Context: an optimization exercise on an open-source flow, tuned for small area. The choices shown serve that exercise and are no tape-out recipe. Function was checked by simulation only, so behaviour that the tests miss may differ from the original. Power and IR drop assume default switching activity.

### design.v
module i2c_controller(
		input reset,					 
		input clk,						 
		input i2c_sda,
		output i2c_sda_out,
		output i2c_scl_out,
		input [6:0] addr_in,
		input R_Wbar,
		input send_start,
		input [7:0] data_in,
		input write_enable,
		output reg [7:0] data_out,
		input read_enable,
		input send_ack,
		input send_nack,
		input send_stop,
		output reg slave_ack_received,
		output reg slave_nack_received,
		output reg communication_ongoing,
		output controller_idle
    );
	reg [6:0] slave_addr;
	reg slave_R_Wbar;
	reg [7:0] data_tx_buff;
	reg [7:0] data_rx_buff;
	reg [2:0] bit_addr;
	reg sda_en;
	reg scl_en;
	assign i2c_sda_out = sda_en;
	assign i2c_scl_out = scl_en;
	parameter sys_clk = 50000000;
	parameter i2c_frequency = 400 * 1000;
	parameter i2c_clock_divider_clocks = (sys_clk / i2c_frequency);
	parameter i2c_high_time = (i2c_clock_divider_clocks * 9) / 25;
	parameter i2c_half_high_time = i2c_high_time / 2;
	parameter i2c_low_time = (i2c_clock_divider_clocks - i2c_high_time);
	parameter i2c_half_low_time = i2c_low_time/2;
	parameter i2c_half_high_time_count = i2c_half_high_time - 1;
	parameter i2c_high_time_count = i2c_high_time - 1;
	parameter i2c_high_and_half_low_time_count =  i2c_high_time + i2c_half_low_time - 1;
	parameter i2c_low_time_count = i2c_low_time - 1;
	parameter i2c_half_low_time_count = i2c_half_low_time - 1;
	parameter i2c_half_low_and_half_high_time_count =  i2c_half_low_time + i2c_half_high_time - 1;
	parameter i2c_half_low_and_high_time_count =  i2c_half_low_time + i2c_high_time - 1;
	parameter i2c_half_low_and_high_and_half_low_time_count = i2c_low_time + i2c_high_time - 1;
	reg [2:0] i2c_state;
	localparam IDLE					= 3'b000;
	localparam START					= 3'b001;
	localparam SEND_BYTE				= 3'b010;
	localparam RECEIVE_BYTE			= 3'b011;
	localparam SEND_ACK				= 3'b100;
	localparam SEND_NACK				= 3'b101;
	localparam RECEIVE_ACK_NACK	= 3'b110;
	localparam SEND_STOP				= 3'b111;
	assign controller_idle = ((reset == 0) && (i2c_state == IDLE)) ? 1'b1 : 1'b0;
	integer i2c_clock_counter;
	always@(posedge clk) begin
		if(reset) begin
			i2c_state <= IDLE;
			sda_en <= 1;
			scl_en <= 1;
			i2c_clock_counter <= 0;
			communication_ongoing <= 0;
			slave_ack_received <= 0;
			slave_nack_received <= 0;
		end
		else begin
			case(i2c_state)
				IDLE : 
					begin
						if(send_start) begin
							sda_en <= 1;
							scl_en <= 1;
							slave_ack_received <= 0;
							slave_nack_received <= 0;
							i2c_clock_counter <= 0;
							i2c_state <= START;
							communication_ongoing <= 1;
							slave_addr <= addr_in;
							slave_R_Wbar <= R_Wbar;
						end
						else if(communication_ongoing) begin
							if(send_stop && !send_ack && !send_nack) begin
								i2c_clock_counter <= 0;
								i2c_state <= SEND_STOP;
								sda_en <= 0;
								scl_en <= 0;
							end
							else if(!send_stop && send_ack && !send_nack && slave_R_Wbar) begin
								i2c_clock_counter <= 0;
								i2c_state <= SEND_ACK;
								sda_en <= 0;
							end
							else if(!send_stop && !send_ack && send_nack && slave_R_Wbar) begin
								i2c_clock_counter <= 0;
								i2c_state <= SEND_NACK;
								sda_en <= 1;
							end
							else if(write_enable && !slave_R_Wbar) begin
								i2c_clock_counter <= 0;
								data_tx_buff <= data_in;
								i2c_state <= SEND_BYTE;
								bit_addr <= 7;
								sda_en <= data_in[7];
								scl_en <= 0;
							end
							else if(read_enable && slave_R_Wbar) begin
								i2c_clock_counter <= 0;
								slave_ack_received <= 0;
								slave_nack_received <= 0;
							end
						end
					end
				START	:
					begin
						if(i2c_clock_counter == i2c_half_high_time_count) begin
							sda_en <= 0;
							i2c_clock_counter <= i2c_clock_counter + 1;
						end
						else if(i2c_clock_counter == i2c_high_time_count) begin
							scl_en <= 0;
							i2c_clock_counter <= i2c_clock_counter + 1;
						end
						else if(i2c_clock_counter == i2c_high_and_half_low_time_count) begin
							i2c_clock_counter <= 0;
							data_tx_buff <= {slave_addr, slave_R_Wbar};
							bit_addr <= 7;
							sda_en <= slave_addr[6];
							i2c_state <= SEND_BYTE;
						end
						else begin
							i2c_clock_counter <= i2c_clock_counter + 1;
						end
					end
				SEND_BYTE :
					begin
						if(i2c_clock_counter == i2c_half_low_time_count) begin
							scl_en <= 1;
							i2c_clock_counter <= i2c_clock_counter + 1;
						end
						else if(i2c_clock_counter == i2c_half_low_and_high_time_count) begin
							scl_en <= 0;
							i2c_clock_counter <= i2c_clock_counter + 1;
						end
						else if(i2c_clock_counter == i2c_half_low_and_high_and_half_low_time_count) begin
							i2c_clock_counter <= 0;
							if(bit_addr == 0) begin
								i2c_state <= RECEIVE_ACK_NACK;
								sda_en <= 1;
							end
							else begin
								bit_addr <= bit_addr - 1;
								sda_en <= data_tx_buff[bit_addr - 1];
							end
						end
						else
							i2c_clock_counter <= i2c_clock_counter + 1;
					end
				RECEIVE_BYTE :
					begin
						if(i2c_clock_counter == i2c_half_low_time_count) begin
							scl_en <= 1;
							i2c_clock_counter <= i2c_clock_counter + 1;
						end
						else if(i2c_clock_counter == i2c_half_low_and_half_high_time_count) begin
							data_rx_buff[bit_addr] <= i2c_sda;
							bit_addr <= bit_addr - 1;
							i2c_clock_counter <= i2c_clock_counter + 1;
						end
						else if(i2c_clock_counter == i2c_half_low_and_high_time_count) begin
							scl_en <= 0;
							i2c_clock_counter <= i2c_clock_counter + 1;
						end
						else if(i2c_clock_counter == i2c_half_low_and_high_and_half_low_time_count) begin
							i2c_clock_counter <= 0;
							if(bit_addr == 7) begin
								data_out <= data_rx_buff;
								i2c_state <= IDLE;
							end
						end
						else
							i2c_clock_counter <= i2c_clock_counter + 1;
					end
				SEND_ACK :
					begin
						if(i2c_clock_counter == i2c_half_low_time_count) begin
							scl_en <= 1;
							i2c_clock_counter <= i2c_clock_counter + 1;
						end
						else if(i2c_clock_counter == i2c_half_low_and_high_time_count) begin
							scl_en <= 0;
							i2c_clock_counter <= i2c_clock_counter + 1;
						end
						else if(i2c_clock_counter == i2c_half_low_and_high_and_half_low_time_count) begin
							i2c_clock_counter <= 0;
							if(i2c_state == SEND_ACK) begin
								bit_addr <= 7;
								i2c_state <= RECEIVE_BYTE;
								sda_en <= 1;
							end
							else begin
								i2c_state <= SEND_STOP;
								sda_en <= 0;
								scl_en <= 0;
							end
						end
						else begin
							i2c_clock_counter <= i2c_clock_counter + 1;
						end
					end
				SEND_NACK :
					begin
						if(i2c_clock_counter == i2c_half_low_time_count) begin
							scl_en <= 1;
							i2c_clock_counter <= i2c_clock_counter + 1;
						end
						else if(i2c_clock_counter == i2c_half_low_and_high_time_count) begin
							scl_en <= 0;
							i2c_clock_counter <= i2c_clock_counter + 1;
						end
						else if(i2c_clock_counter == i2c_half_low_and_high_and_half_low_time_count) begin
							i2c_clock_counter <= 0;
							if(i2c_state == SEND_ACK) begin
								bit_addr <= 7;
								i2c_state <= RECEIVE_BYTE;
								sda_en <= 1;
							end
							else begin
								i2c_state <= SEND_STOP;
								sda_en <= 0;
								scl_en <= 0;
							end
						end
						else begin
							i2c_clock_counter <= i2c_clock_counter + 1;
						end
					end
				RECEIVE_ACK_NACK :
					begin
						if(i2c_clock_counter == i2c_half_low_time_count) begin
							scl_en <= 1;
							i2c_clock_counter <= i2c_clock_counter + 1;
						end
						else if(i2c_clock_counter == i2c_half_low_and_half_high_time_count) begin
							if(i2c_sda) begin
								slave_nack_received <= 1;
								slave_ack_received <= 0;
							end
							else begin
								slave_nack_received <= 0;
								slave_ack_received <= 1;
							end
							i2c_clock_counter <= i2c_clock_counter + 1;
						end
						else if(i2c_clock_counter == i2c_half_low_and_high_time_count) begin
							scl_en <= 0;
							i2c_clock_counter <= i2c_clock_counter + 1;
						end
						else if(i2c_clock_counter == i2c_half_low_and_high_and_half_low_time_count) begin
							i2c_clock_counter <= 0;
							if(slave_R_Wbar && slave_ack_received) begin
								bit_addr <= 7;
								i2c_state <= RECEIVE_BYTE;
							end
							else begin
								i2c_state <= IDLE;
							end
						end
						else
							i2c_clock_counter <= i2c_clock_counter + 1;
					end
				SEND_STOP :
					begin
						if(i2c_clock_counter == i2c_half_low_time_count) begin
							scl_en <= 1;
							i2c_clock_counter <= i2c_clock_counter + 1;
						end
						else if(i2c_clock_counter == i2c_half_low_and_half_high_time_count) begin
							sda_en <= 1;
							i2c_clock_counter <= i2c_clock_counter + 1;
						end
						else if(i2c_clock_counter == i2c_half_low_and_high_time_count) begin
							communication_ongoing <= 0;
							i2c_clock_counter <= 0;
							i2c_state <= IDLE;
						end
						else
							i2c_clock_counter <= i2c_clock_counter + 1;
					end
			endcase
		end
	end
endmodule
module main(
	input reset_bar,
	input clk,
	input start_bar,
	input i2c_sda_in,
	output i2c_sda_out,
	output i2c_scl_out,
	output indicate_ack_received_bar,
	output indicate_nack_received_bar,
	output reg [7:0] display
    );
	 wire reset;
	 assign reset = ~reset_bar;
	 wire start;
	 assign start = ~start_bar;
	 reg indicate_ack_received;
	 assign indicate_ack_received_bar = ~indicate_ack_received;
	 reg indicate_nack_received;
	 assign indicate_nack_received_bar = ~indicate_nack_received;
	 reg [3:0]dev_state;
	 reg [6:0]device_addr;
	 reg R_Wbar;
	 reg send_start;
	 reg send_ack;
	 reg send_nack;
	 reg send_stop;
	 wire ack_received;
	 wire nack_received;
	 wire communication_ongoing;
	 wire controller_idle;
	 reg [7:0] data_in;
	 reg write_enable;
	 wire [7:0] data_out;
	 reg read_enable;
	 localparam I2C_CONT_RESET 		= 0;
	 localparam DETECT_DEVICE 			= 1;
	 localparam SETUP_DEVICE			= 2;
	 localparam READ_SENSOR_DATA 		= 3;
	 localparam WAIT_1_SEC 				= 4;
	 localparam HALT						= 5;
	 reg [7:0] SETUP_ADDR;
	 reg [7:0] mpu_data_addr;
	 reg [7:0] mpu_data [0:13];
	 reg [7:0] bytes_read;
	integer step_counter;
	reg signalled;
	integer i;
	always@(posedge clk) begin
		if(reset) begin
			dev_state <= I2C_CONT_RESET;
			for(i = 0; i < 14; i = i + 1)
				mpu_data[i] <= 8'h00;
			device_addr <= 8'h00;
			R_Wbar <= 0;
			send_start <= 0;
			send_ack <= 0;
			send_nack <= 0;
			send_stop <= 0;
			data_in <= 0;
			write_enable <= 0;
			read_enable <= 0;
			step_counter <= 0;
			indicate_ack_received <= 0;
			indicate_nack_received <= 0;
			signalled <= 0;
		end
		else begin
			case (dev_state)
				I2C_CONT_RESET : begin
					if(start) begin
						step_counter <= 0;
						dev_state <= DETECT_DEVICE;
						signalled <= 0;
					end
				end
				DETECT_DEVICE : begin
					if(controller_idle && !signalled) begin
						if(step_counter == 0) begin
							R_Wbar <= 0;
							send_start <= 1;
							signalled <= 1;
							step_counter <= step_counter + 1;
						end
						else if(step_counter == 1) begin
							if(ack_received) begin
								indicate_ack_received <= 1;
								indicate_nack_received <= 0;
							end
							else if(nack_received) begin
								indicate_ack_received <= 0;
								indicate_nack_received <= 1;
							end
							send_stop <= 1;
							signalled <= 1;
							step_counter <= step_counter + 1;
						end
						else if(step_counter == 2) begin
							if(ack_received) begin
								dev_state <= SETUP_DEVICE;
							end
							else if(device_addr == 7'h7f) begin
								dev_state <= HALT;
							end
							else begin
								device_addr <= device_addr + 1;
							end
							step_counter <= 0;
						end
					end
					else begin
						send_start <= 0;
						send_stop <= 0;
						signalled <= 0;
					end
				end
				SETUP_DEVICE : begin
					if(controller_idle && !signalled) begin
						if(step_counter == 0) begin
							R_Wbar <= 0;
							send_start <= 1;
							signalled <= 1;
							step_counter <= step_counter + 1;
						end
						else if(step_counter == 1) begin
							if(ack_received) begin
								indicate_ack_received <= 1;
								data_in <= 8'h6b;
								write_enable <= 1;
								signalled <= 1;
								step_counter <= step_counter + 1;
							end
							else if(nack_received) begin
								dev_state <= HALT;
								indicate_nack_received <= 1;
							end
						end
						else if(step_counter == 2) begin
							if(ack_received) begin
								indicate_ack_received <= 1;
								data_in <= 8'h00;
								write_enable <= 1;
								signalled <= 1;
								step_counter <= step_counter + 1;
							end
							else if(nack_received) begin
								dev_state <= HALT;
								indicate_nack_received <= 1;
							end
						end
						else if(step_counter == 3) begin
							if(ack_received) begin
								indicate_ack_received <= 1;
								send_stop <= 1;
								signalled <= 1;
								step_counter <= step_counter + 1;
							end
							else if(nack_received) begin
								dev_state <= HALT;
								indicate_nack_received <= 1;
							end
						end
						else if(step_counter == 4) begin
							step_counter <= 0;
							dev_state <= READ_SENSOR_DATA;
						end
						else begin
							step_counter <= 0;
						end
					end
					else begin
						send_start <= 0;
						write_enable <= 0;
						send_stop <= 0;
						signalled <= 0;
					end
				end
				READ_SENSOR_DATA : begin
					if(controller_idle && !signalled) begin
						if(step_counter == 0) begin
							R_Wbar <= 0;
							send_start <= 1;
							signalled <= 1;
							step_counter <= step_counter + 1;
						end
						else if(step_counter == 1) begin
							if(ack_received) begin
								indicate_ack_received <= 1;
								data_in <= 8'h3b;
								write_enable <= 1;
								signalled <= 1;
								step_counter <= step_counter + 1;
							end
							else if(nack_received) begin
								dev_state <= HALT;
								indicate_nack_received <= 1;
							end
						end
						else if(step_counter == 2) begin
							if(ack_received) begin
								indicate_ack_received <= 1;
								R_Wbar <= 1;
								send_start <= 1;
								bytes_read <= 0;
								signalled <= 1;
								step_counter <= step_counter + 1;
							end
							else if(nack_received) begin
								dev_state <= HALT;
								indicate_nack_received <= 1;
							end
						end
						else if(step_counter == 3) begin
							if(bytes_read == 0 && nack_received) begin
								dev_state <= HALT;
								indicate_nack_received <= 1;
							end
							else begin
								if(bytes_read == 0) begin
									indicate_ack_received <= 1;
								end
								read_enable <= 1;
								step_counter <= step_counter + 1;
							end
						end
						else if(step_counter == 4) begin
							mpu_data[bytes_read] <= data_out;
							bytes_read <= bytes_read + 1;
							read_enable <= 0;
							if(bytes_read == 13) begin
								send_nack <= 1;
								step_counter <= step_counter + 1;
							end
							else begin
								send_ack <= 1;
								step_counter <= 3;		
							end
							signalled <= 1;
						end
						else if(step_counter == 5) begin
							send_stop <= 1;
							signalled <= 1;
							step_counter <= step_counter + 1;
						end
						else if(step_counter == 6) begin
							step_counter <= 0;
							dev_state <= WAIT_1_SEC;
						end
						else begin
							step_counter <= 0;
						end
					end
					else begin
						send_start <= 0;
						write_enable <= 0;
						read_enable <= 0;
						send_ack <= 0;
						send_nack <= 0;
						send_stop <= 0;
						signalled <= 0;
					end
				end
				WAIT_1_SEC : begin
					if(step_counter == 5000000) begin
						dev_state <= READ_SENSOR_DATA;
						step_counter <= 0;
					end
					else begin
						step_counter <= step_counter + 1;
					end
				end
				HALT : begin
				end
			endcase
		end
	end
	wire[15:0] acclz;
	assign acclz = {mpu_data[4],mpu_data[5]};
	wire[15:0] pos_acclz;
	assign pos_acclz = (acclz[15]) ? ((~acclz) + 1) : acclz;
	wire[2:0] pos_acclz_3;
	assign pos_acclz_3 = pos_acclz[14:12];
	always@(posedge clk) begin
		if(reset) begin
			display <= 0;
		end
		else if(send_stop) begin
			case(pos_acclz_3)
				3'b000 : display <= 8'b00000001;
				3'b001 : display <= 8'b00000011;
				3'b010 : display <= 8'b00000111;
				3'b011 : display <= 8'b00001111;
				3'b100 : display <= 8'b00011111;
				3'b101 : display <= 8'b00111111;
				3'b110 : display <= 8'b01111111;
				3'b111 : display <= 8'b11111111;
			endcase
		end
	end
	i2c_controller i2c_controller (
						reset, clk, 
						i2c_sda_in, i2c_sda_out, i2c_scl_out, 
						device_addr, R_Wbar, send_start,
						data_in, write_enable,
						data_out, read_enable,
						send_ack, send_nack, send_stop,
						ack_received, nack_received,
						communication_ongoing, controller_idle);
endmodule
### run.sh
#!/bin/bash
# synth_recipe.tcl (not shown) runs the flow's synth.tcl, then flattens the netlist and writes it again
# the make line also repeats each setting of config.mk as NAME=value (left out here)
make -C /OpenROAD-flow-scripts/flow DESIGN_CONFIG=/design/flow/config.mk WORK_HOME=/design/flow/orfs CLKGATE_MAP_FILE= SYNTH_SCRIPT=/design/flow/synth_recipe.tcl finish
### constraint.sdc
create_clock -name core_clock -period 20.0 [get_ports {clk}]
set_input_delay 4.0000 -clock core_clock [delete_from_list [all_inputs] [get_ports {clk}]]
set_output_delay 4.0000 -clock core_clock [all_outputs]
set_load 0.01 [all_outputs]
### config.mk
export PLATFORM = sky130hd
export DESIGN_NAME = main
export DESIGN_NICKNAME = main
export VERILOG_FILES = /design/flow/design.v
export SDC_FILE = /design/flow/constraint.sdc
export NUM_CORES = 4
export LEC_CHECK = 0
export CAP_MARGIN = 20
export CORE_MARGIN = 2
export CORE_UTILIZATION = 40
export SLEW_MARGIN = 20
==> implementation parameters <==
Parameter                              Value

Pwr
  Switching power share of the total ... between 30% and 40%
  Net switching component of the power ... between 0.0003 and 0.0004 W
  Sequential cell fraction of total power ... 39.1%
  Cell internal power dissipation ... 0.0006123 W
  Largest vdd supply drop ... 0.00005959 V
  Fraction of power consumed by the clock network ... approximately a third
  Power per Cell Area ... 92.93 nW/µm²
  Static leakage ... roughly 3.5 nW
  Comb pwr share ... 27.6%

Timing
  Setup repair after global routing missed its margin ... no
  Part of the cycle the worst path needs ... 32.80%
  Worst Tran Pin Value ... 1079 ps
  Pins Over Slew Limit ... 0
  Clock period minus worst slack ... 6559 ps
  Total negative setup slack ... 0 ps
  Maximum operating frequency ... 152.5 MHz
  Max-slew headroom at the worst pin ... roughly 27%
  Final Hold Viols ... 0
  Clk_skew ... 22.93 ps
  Setup-violating endpoint count in the final report ... 0

Place
  Placement Cell Area ... 9822 µm²
  # port buffers ... 15
  Placer's final routability congestion estimate ... about 0.95
  Final HPWL DP ... 17.00 mm

CTS
  TritonCTS clock tree ... done
  Number of levels in the clock H-tree ... 4
  Clock Sink Count ... between 150 and 200
  Clock buffers created by TritonCTS ... 17
  Post-CTS setup-driven buffer insertion count ... 0
  Maximum buffer depth of the clock tree ... 2
  Clock-pin slew of the registers on the worst-case setup and hold paths ... 70 ps
  Clock insertion delay at the later pin of the skew report ... around 440 ps
  Number of hold buffers added after CTS ... 0
  CTS root buf ... clkbuf_16
  Total of cells resized after clock tree synthesis ... 0

Min path
  Path category of the worst min-delay check ... register to register

Detailed routing
  DRC ... 0
  Mean number of vias per cell ... 5.850
  Average wire per standard cell ... ~17 µm
  Remaining antenna violation count after routing ... 0
  Sum of routed wire length over all layers ... 24.01 mm
  Starting DRT DRC Count ... 826
  Via count ... about 8k
  Drt pass-1 iters ... 5

Finish
  Final nets ... 1094
  Final cell area excluding filler cells ... 10400 µm²
  Synthesis-to-layout area growth ... 9.092%
  Filler cell count in the final layout ... 2268
  Ratio of cells with drive above 1 in the final layout ... 8.280%
  ANT cells ... 0
  Total area of sequential cells ... just under 4000 µm²
  Multi-input combinational cell area ... 5239 µm²

Worst setup path
  Required time worst endpoint ... 20110 ps
  Capturing element type of the critical path ... register
  Crit Path Category ... input pin to register
  Worst setup SP type ... input pin
  CP max FO ... 35
  Arrival time of data at the critical path endpoint ... approximately 6700 ps

Global route
  Via count of the first global-routing pass ... between 7k and 8k
  Number of antenna violations at the first check in global routing ... 0
  Maximum number of pins on one net before global-route repair ... 44
  Aggregate global-route resource usage ... 19.56%
  Global-route wire length before repair ... around 39 mm
  Overflow left after global routing ... 0

Floorplanning
  Number of rows created at floorplan ... 56
  Die area ... 25090 µm²
  Number of I/O pins ... 16
  Initial Util ... 40.63%
  Die height ... between 150 and 200 µm
  Die W ... between 150 and 200 µm
  Core footprint ... 23470 µm²

Yosys
  Syn nets ... 1118
  Distinct cells, synth ... 96
  Yosys synthesis warning count ... 2
  Fraction of registers with async set or reset after synthesis ... 0%
  EDFF count, synth ... around 60
  Average instance area after synthesis ... 8.685 µm²
  Flops & latches, synth ... 163
  Post-synth design cell area ... 9537 µm²
  Dominant register cell in the synthesized netlist ... dfxtp_1
  Sequential element share of the synthesized area ... 40.41%
  Post-Syn Instances ... about 1.1k

Status
  Outcome ... no timing/DRC/antenna violations

Run
  Count of max-cap constraint violations ... 0
==> state kept, by name, summed over array words and instances, names as in the netlist, 3 cells and up <==
name                              cells
i2c_controller.bit_addr               3
i2c_controller.data_tx_buff           8
device_addr                           7
i2c_controller.i2c_state              3
step_counter                         32
dev_state                             4
mpu_data                             16
data_in                               3
display                               8
i2c_controller.i2c_clock_counter     32
i2c_controller.data_rx_buff           8
i2c_controller.data_out               8
bytes_read                            8
i2c_controller.slave_addr             7
==> cell usage after synthesis (all sizes together), types with 12 or more instances <==
cell type  count  area share, %
nand2        108            4.3
nor2         106            4.2
dfxtp        104             22
a21oi         60            3.2
edfxtp        59             19
o21ai         59            3.2
nand3         53            2.8
clkbuf        41            1.6
nor4          39            3.0
nand4         38            2.6
nor3          32            1.8
and3          30            2.0
inv           30            1.2
buf           24            1.7
xor2          24            2.2
or3           18            1.2
xnor2         17            1.6
ha            16            2.1
a21o          15            1.2
or4           13            1.1
nand2b        12           0.79
==> power by group through the flow <==
| stage | logic [W] | clock network (W) | registers [W] |
|---|---|---|---|
| 2_1_floorplan | 0.000211 | 0 | 0.000372 |
| 3_3_place_gp | 0.000262 | 0 | 0.000385 |
| 3_5_place_dp | 0.000261 | 0 | 0.000385 |
| 4_1_cts | 0.000262 | 0.000331 | 0.000377 |
| 5_1_grt | 0.000292 | 0.000344 | 0.000380 |
| 6_report | 0.000266 | 0.000322 | 0.000378 |
==> kinds of logic after synthesis <==
family | share of synthesized area [%]
mux | 2.099
compound gates | 18.71
flops | 40.41
simple gates | 28.16
fa+ha+maj | 2.204
xor+xnor | 3.765
buf+inv | 4.658
==> metal layers <==
layer  part of all wire (%)  track usage, %
met5                      0               0
met4                    2.4           7.722
met3                    6.1           3.865
met2                     44           29.73
met1                     47           27.33
==> worst paths after layout <==
kind,slack (ps),from,cells past startpoint,to
setup / recovery,13440,reset_bar,7,mpu_data[5][4]
hold / removal,450,i2c_controller.data_rx_buff[4],0,i2c_controller.data_out[4]
setup reg to reg,15930,step_counter[16],7,mpu_data[5][4]
hold reg to reg,450,i2c_controller.data_rx_buff[4],0,i2c_controller.data_out[4]
==> cells in the final DEF (no fill, tap or decap), types with 5 or more instances in the layout <==
cell type	n
buf_4	8
nor2b_1	8
a21oi_1	59
nand2_1	108
nand3_1	53
a31oi_1	11
nor4_1	35
xor2_1	24
nand4_1	36
mux2_2	6
xnor2_1	17
o22ai_1	8
o21ai_0	56
mux2i_1	11
clkbuf_16	17
o21a_1	5
ha_1	16
a22o_1	10
a211oi_1	7
and4_1	9
nor4b_1	6
edfxtp_1	59
nand2b_1	12
and3_1	29
and2_1	11
inv_1	30
nor3_1	30
nor2_1	106
clkdlybuf4s50_1	15
o31ai_1	8
or2_2	8
a21o_1	14
or4_1	11
a22oi_1	9
dfxtp_1	104
or3_1	17
==> area by class of cell <==
| class | instances | area share (%) |
|---|---|---|
| clock buffers | 17 | 4.089 |
| clock inverters | 15 | 1.503 |
| inverters | 32 | 1.155 |
| multi-input cells | 837 | 50.35 |
| flip-flops and latches | 163 | 37.04 |
| well taps | 319 | 3.836 |
| repair buffers | 23 | 2.020 |
==> per-stage QoR <==
step	std cells	total power, W	setup WS, ps	util [%]	hold WS [ps]
2_1_floorplan	1098	0.0005836	14040	-	409.1
3_3_place_gp	1374	0.0006473	13040	41.84	431.2
3_5_place_dp	1374	0.0006453	13010	41.84	439.5
4_1_cts	1406	0.0009697	13460	44.32	455.8
5_1_grt	1406	0.001016	13240	44.32	476.9
6_report	1406	0.0009668	13440	44.32	451.8
==> critical path: stages <==
cell	delay, ps
clkdlybuf4s50_1	450
buf_4	380
and2_1	450
nand2_1	160
nor4_2	790
nand2_1	120
nand2_1	280

separate check: timing with driven ports:
The flow's constraints put no driver on any port. The routed layout listed below was extracted and timed again, unchanged, in two steps. Step 1 assumes that a clkbuf_16 drives the clock port and a buf_2 every other input. Step 2 also shifts input and output timing later by t, the mid clock arrival at the registers, as if the neighbouring blocks saw the same clock. a / b / c = ideal / step 1 / step 2; a / b = the first two.
shift t [ns]: 0.475
slack for setup (ns): 13.441 / 13.466 / 12.991
clock arrival spread, ns: 0.024 / 0.023
worst register clock-pin slew, ns: 0.08 / 0.08
After both steps this run still meets setup and hold. For this run, drivers alone change the setup slack by +0.025 ns; drivers and shift together by -0.450 ns.
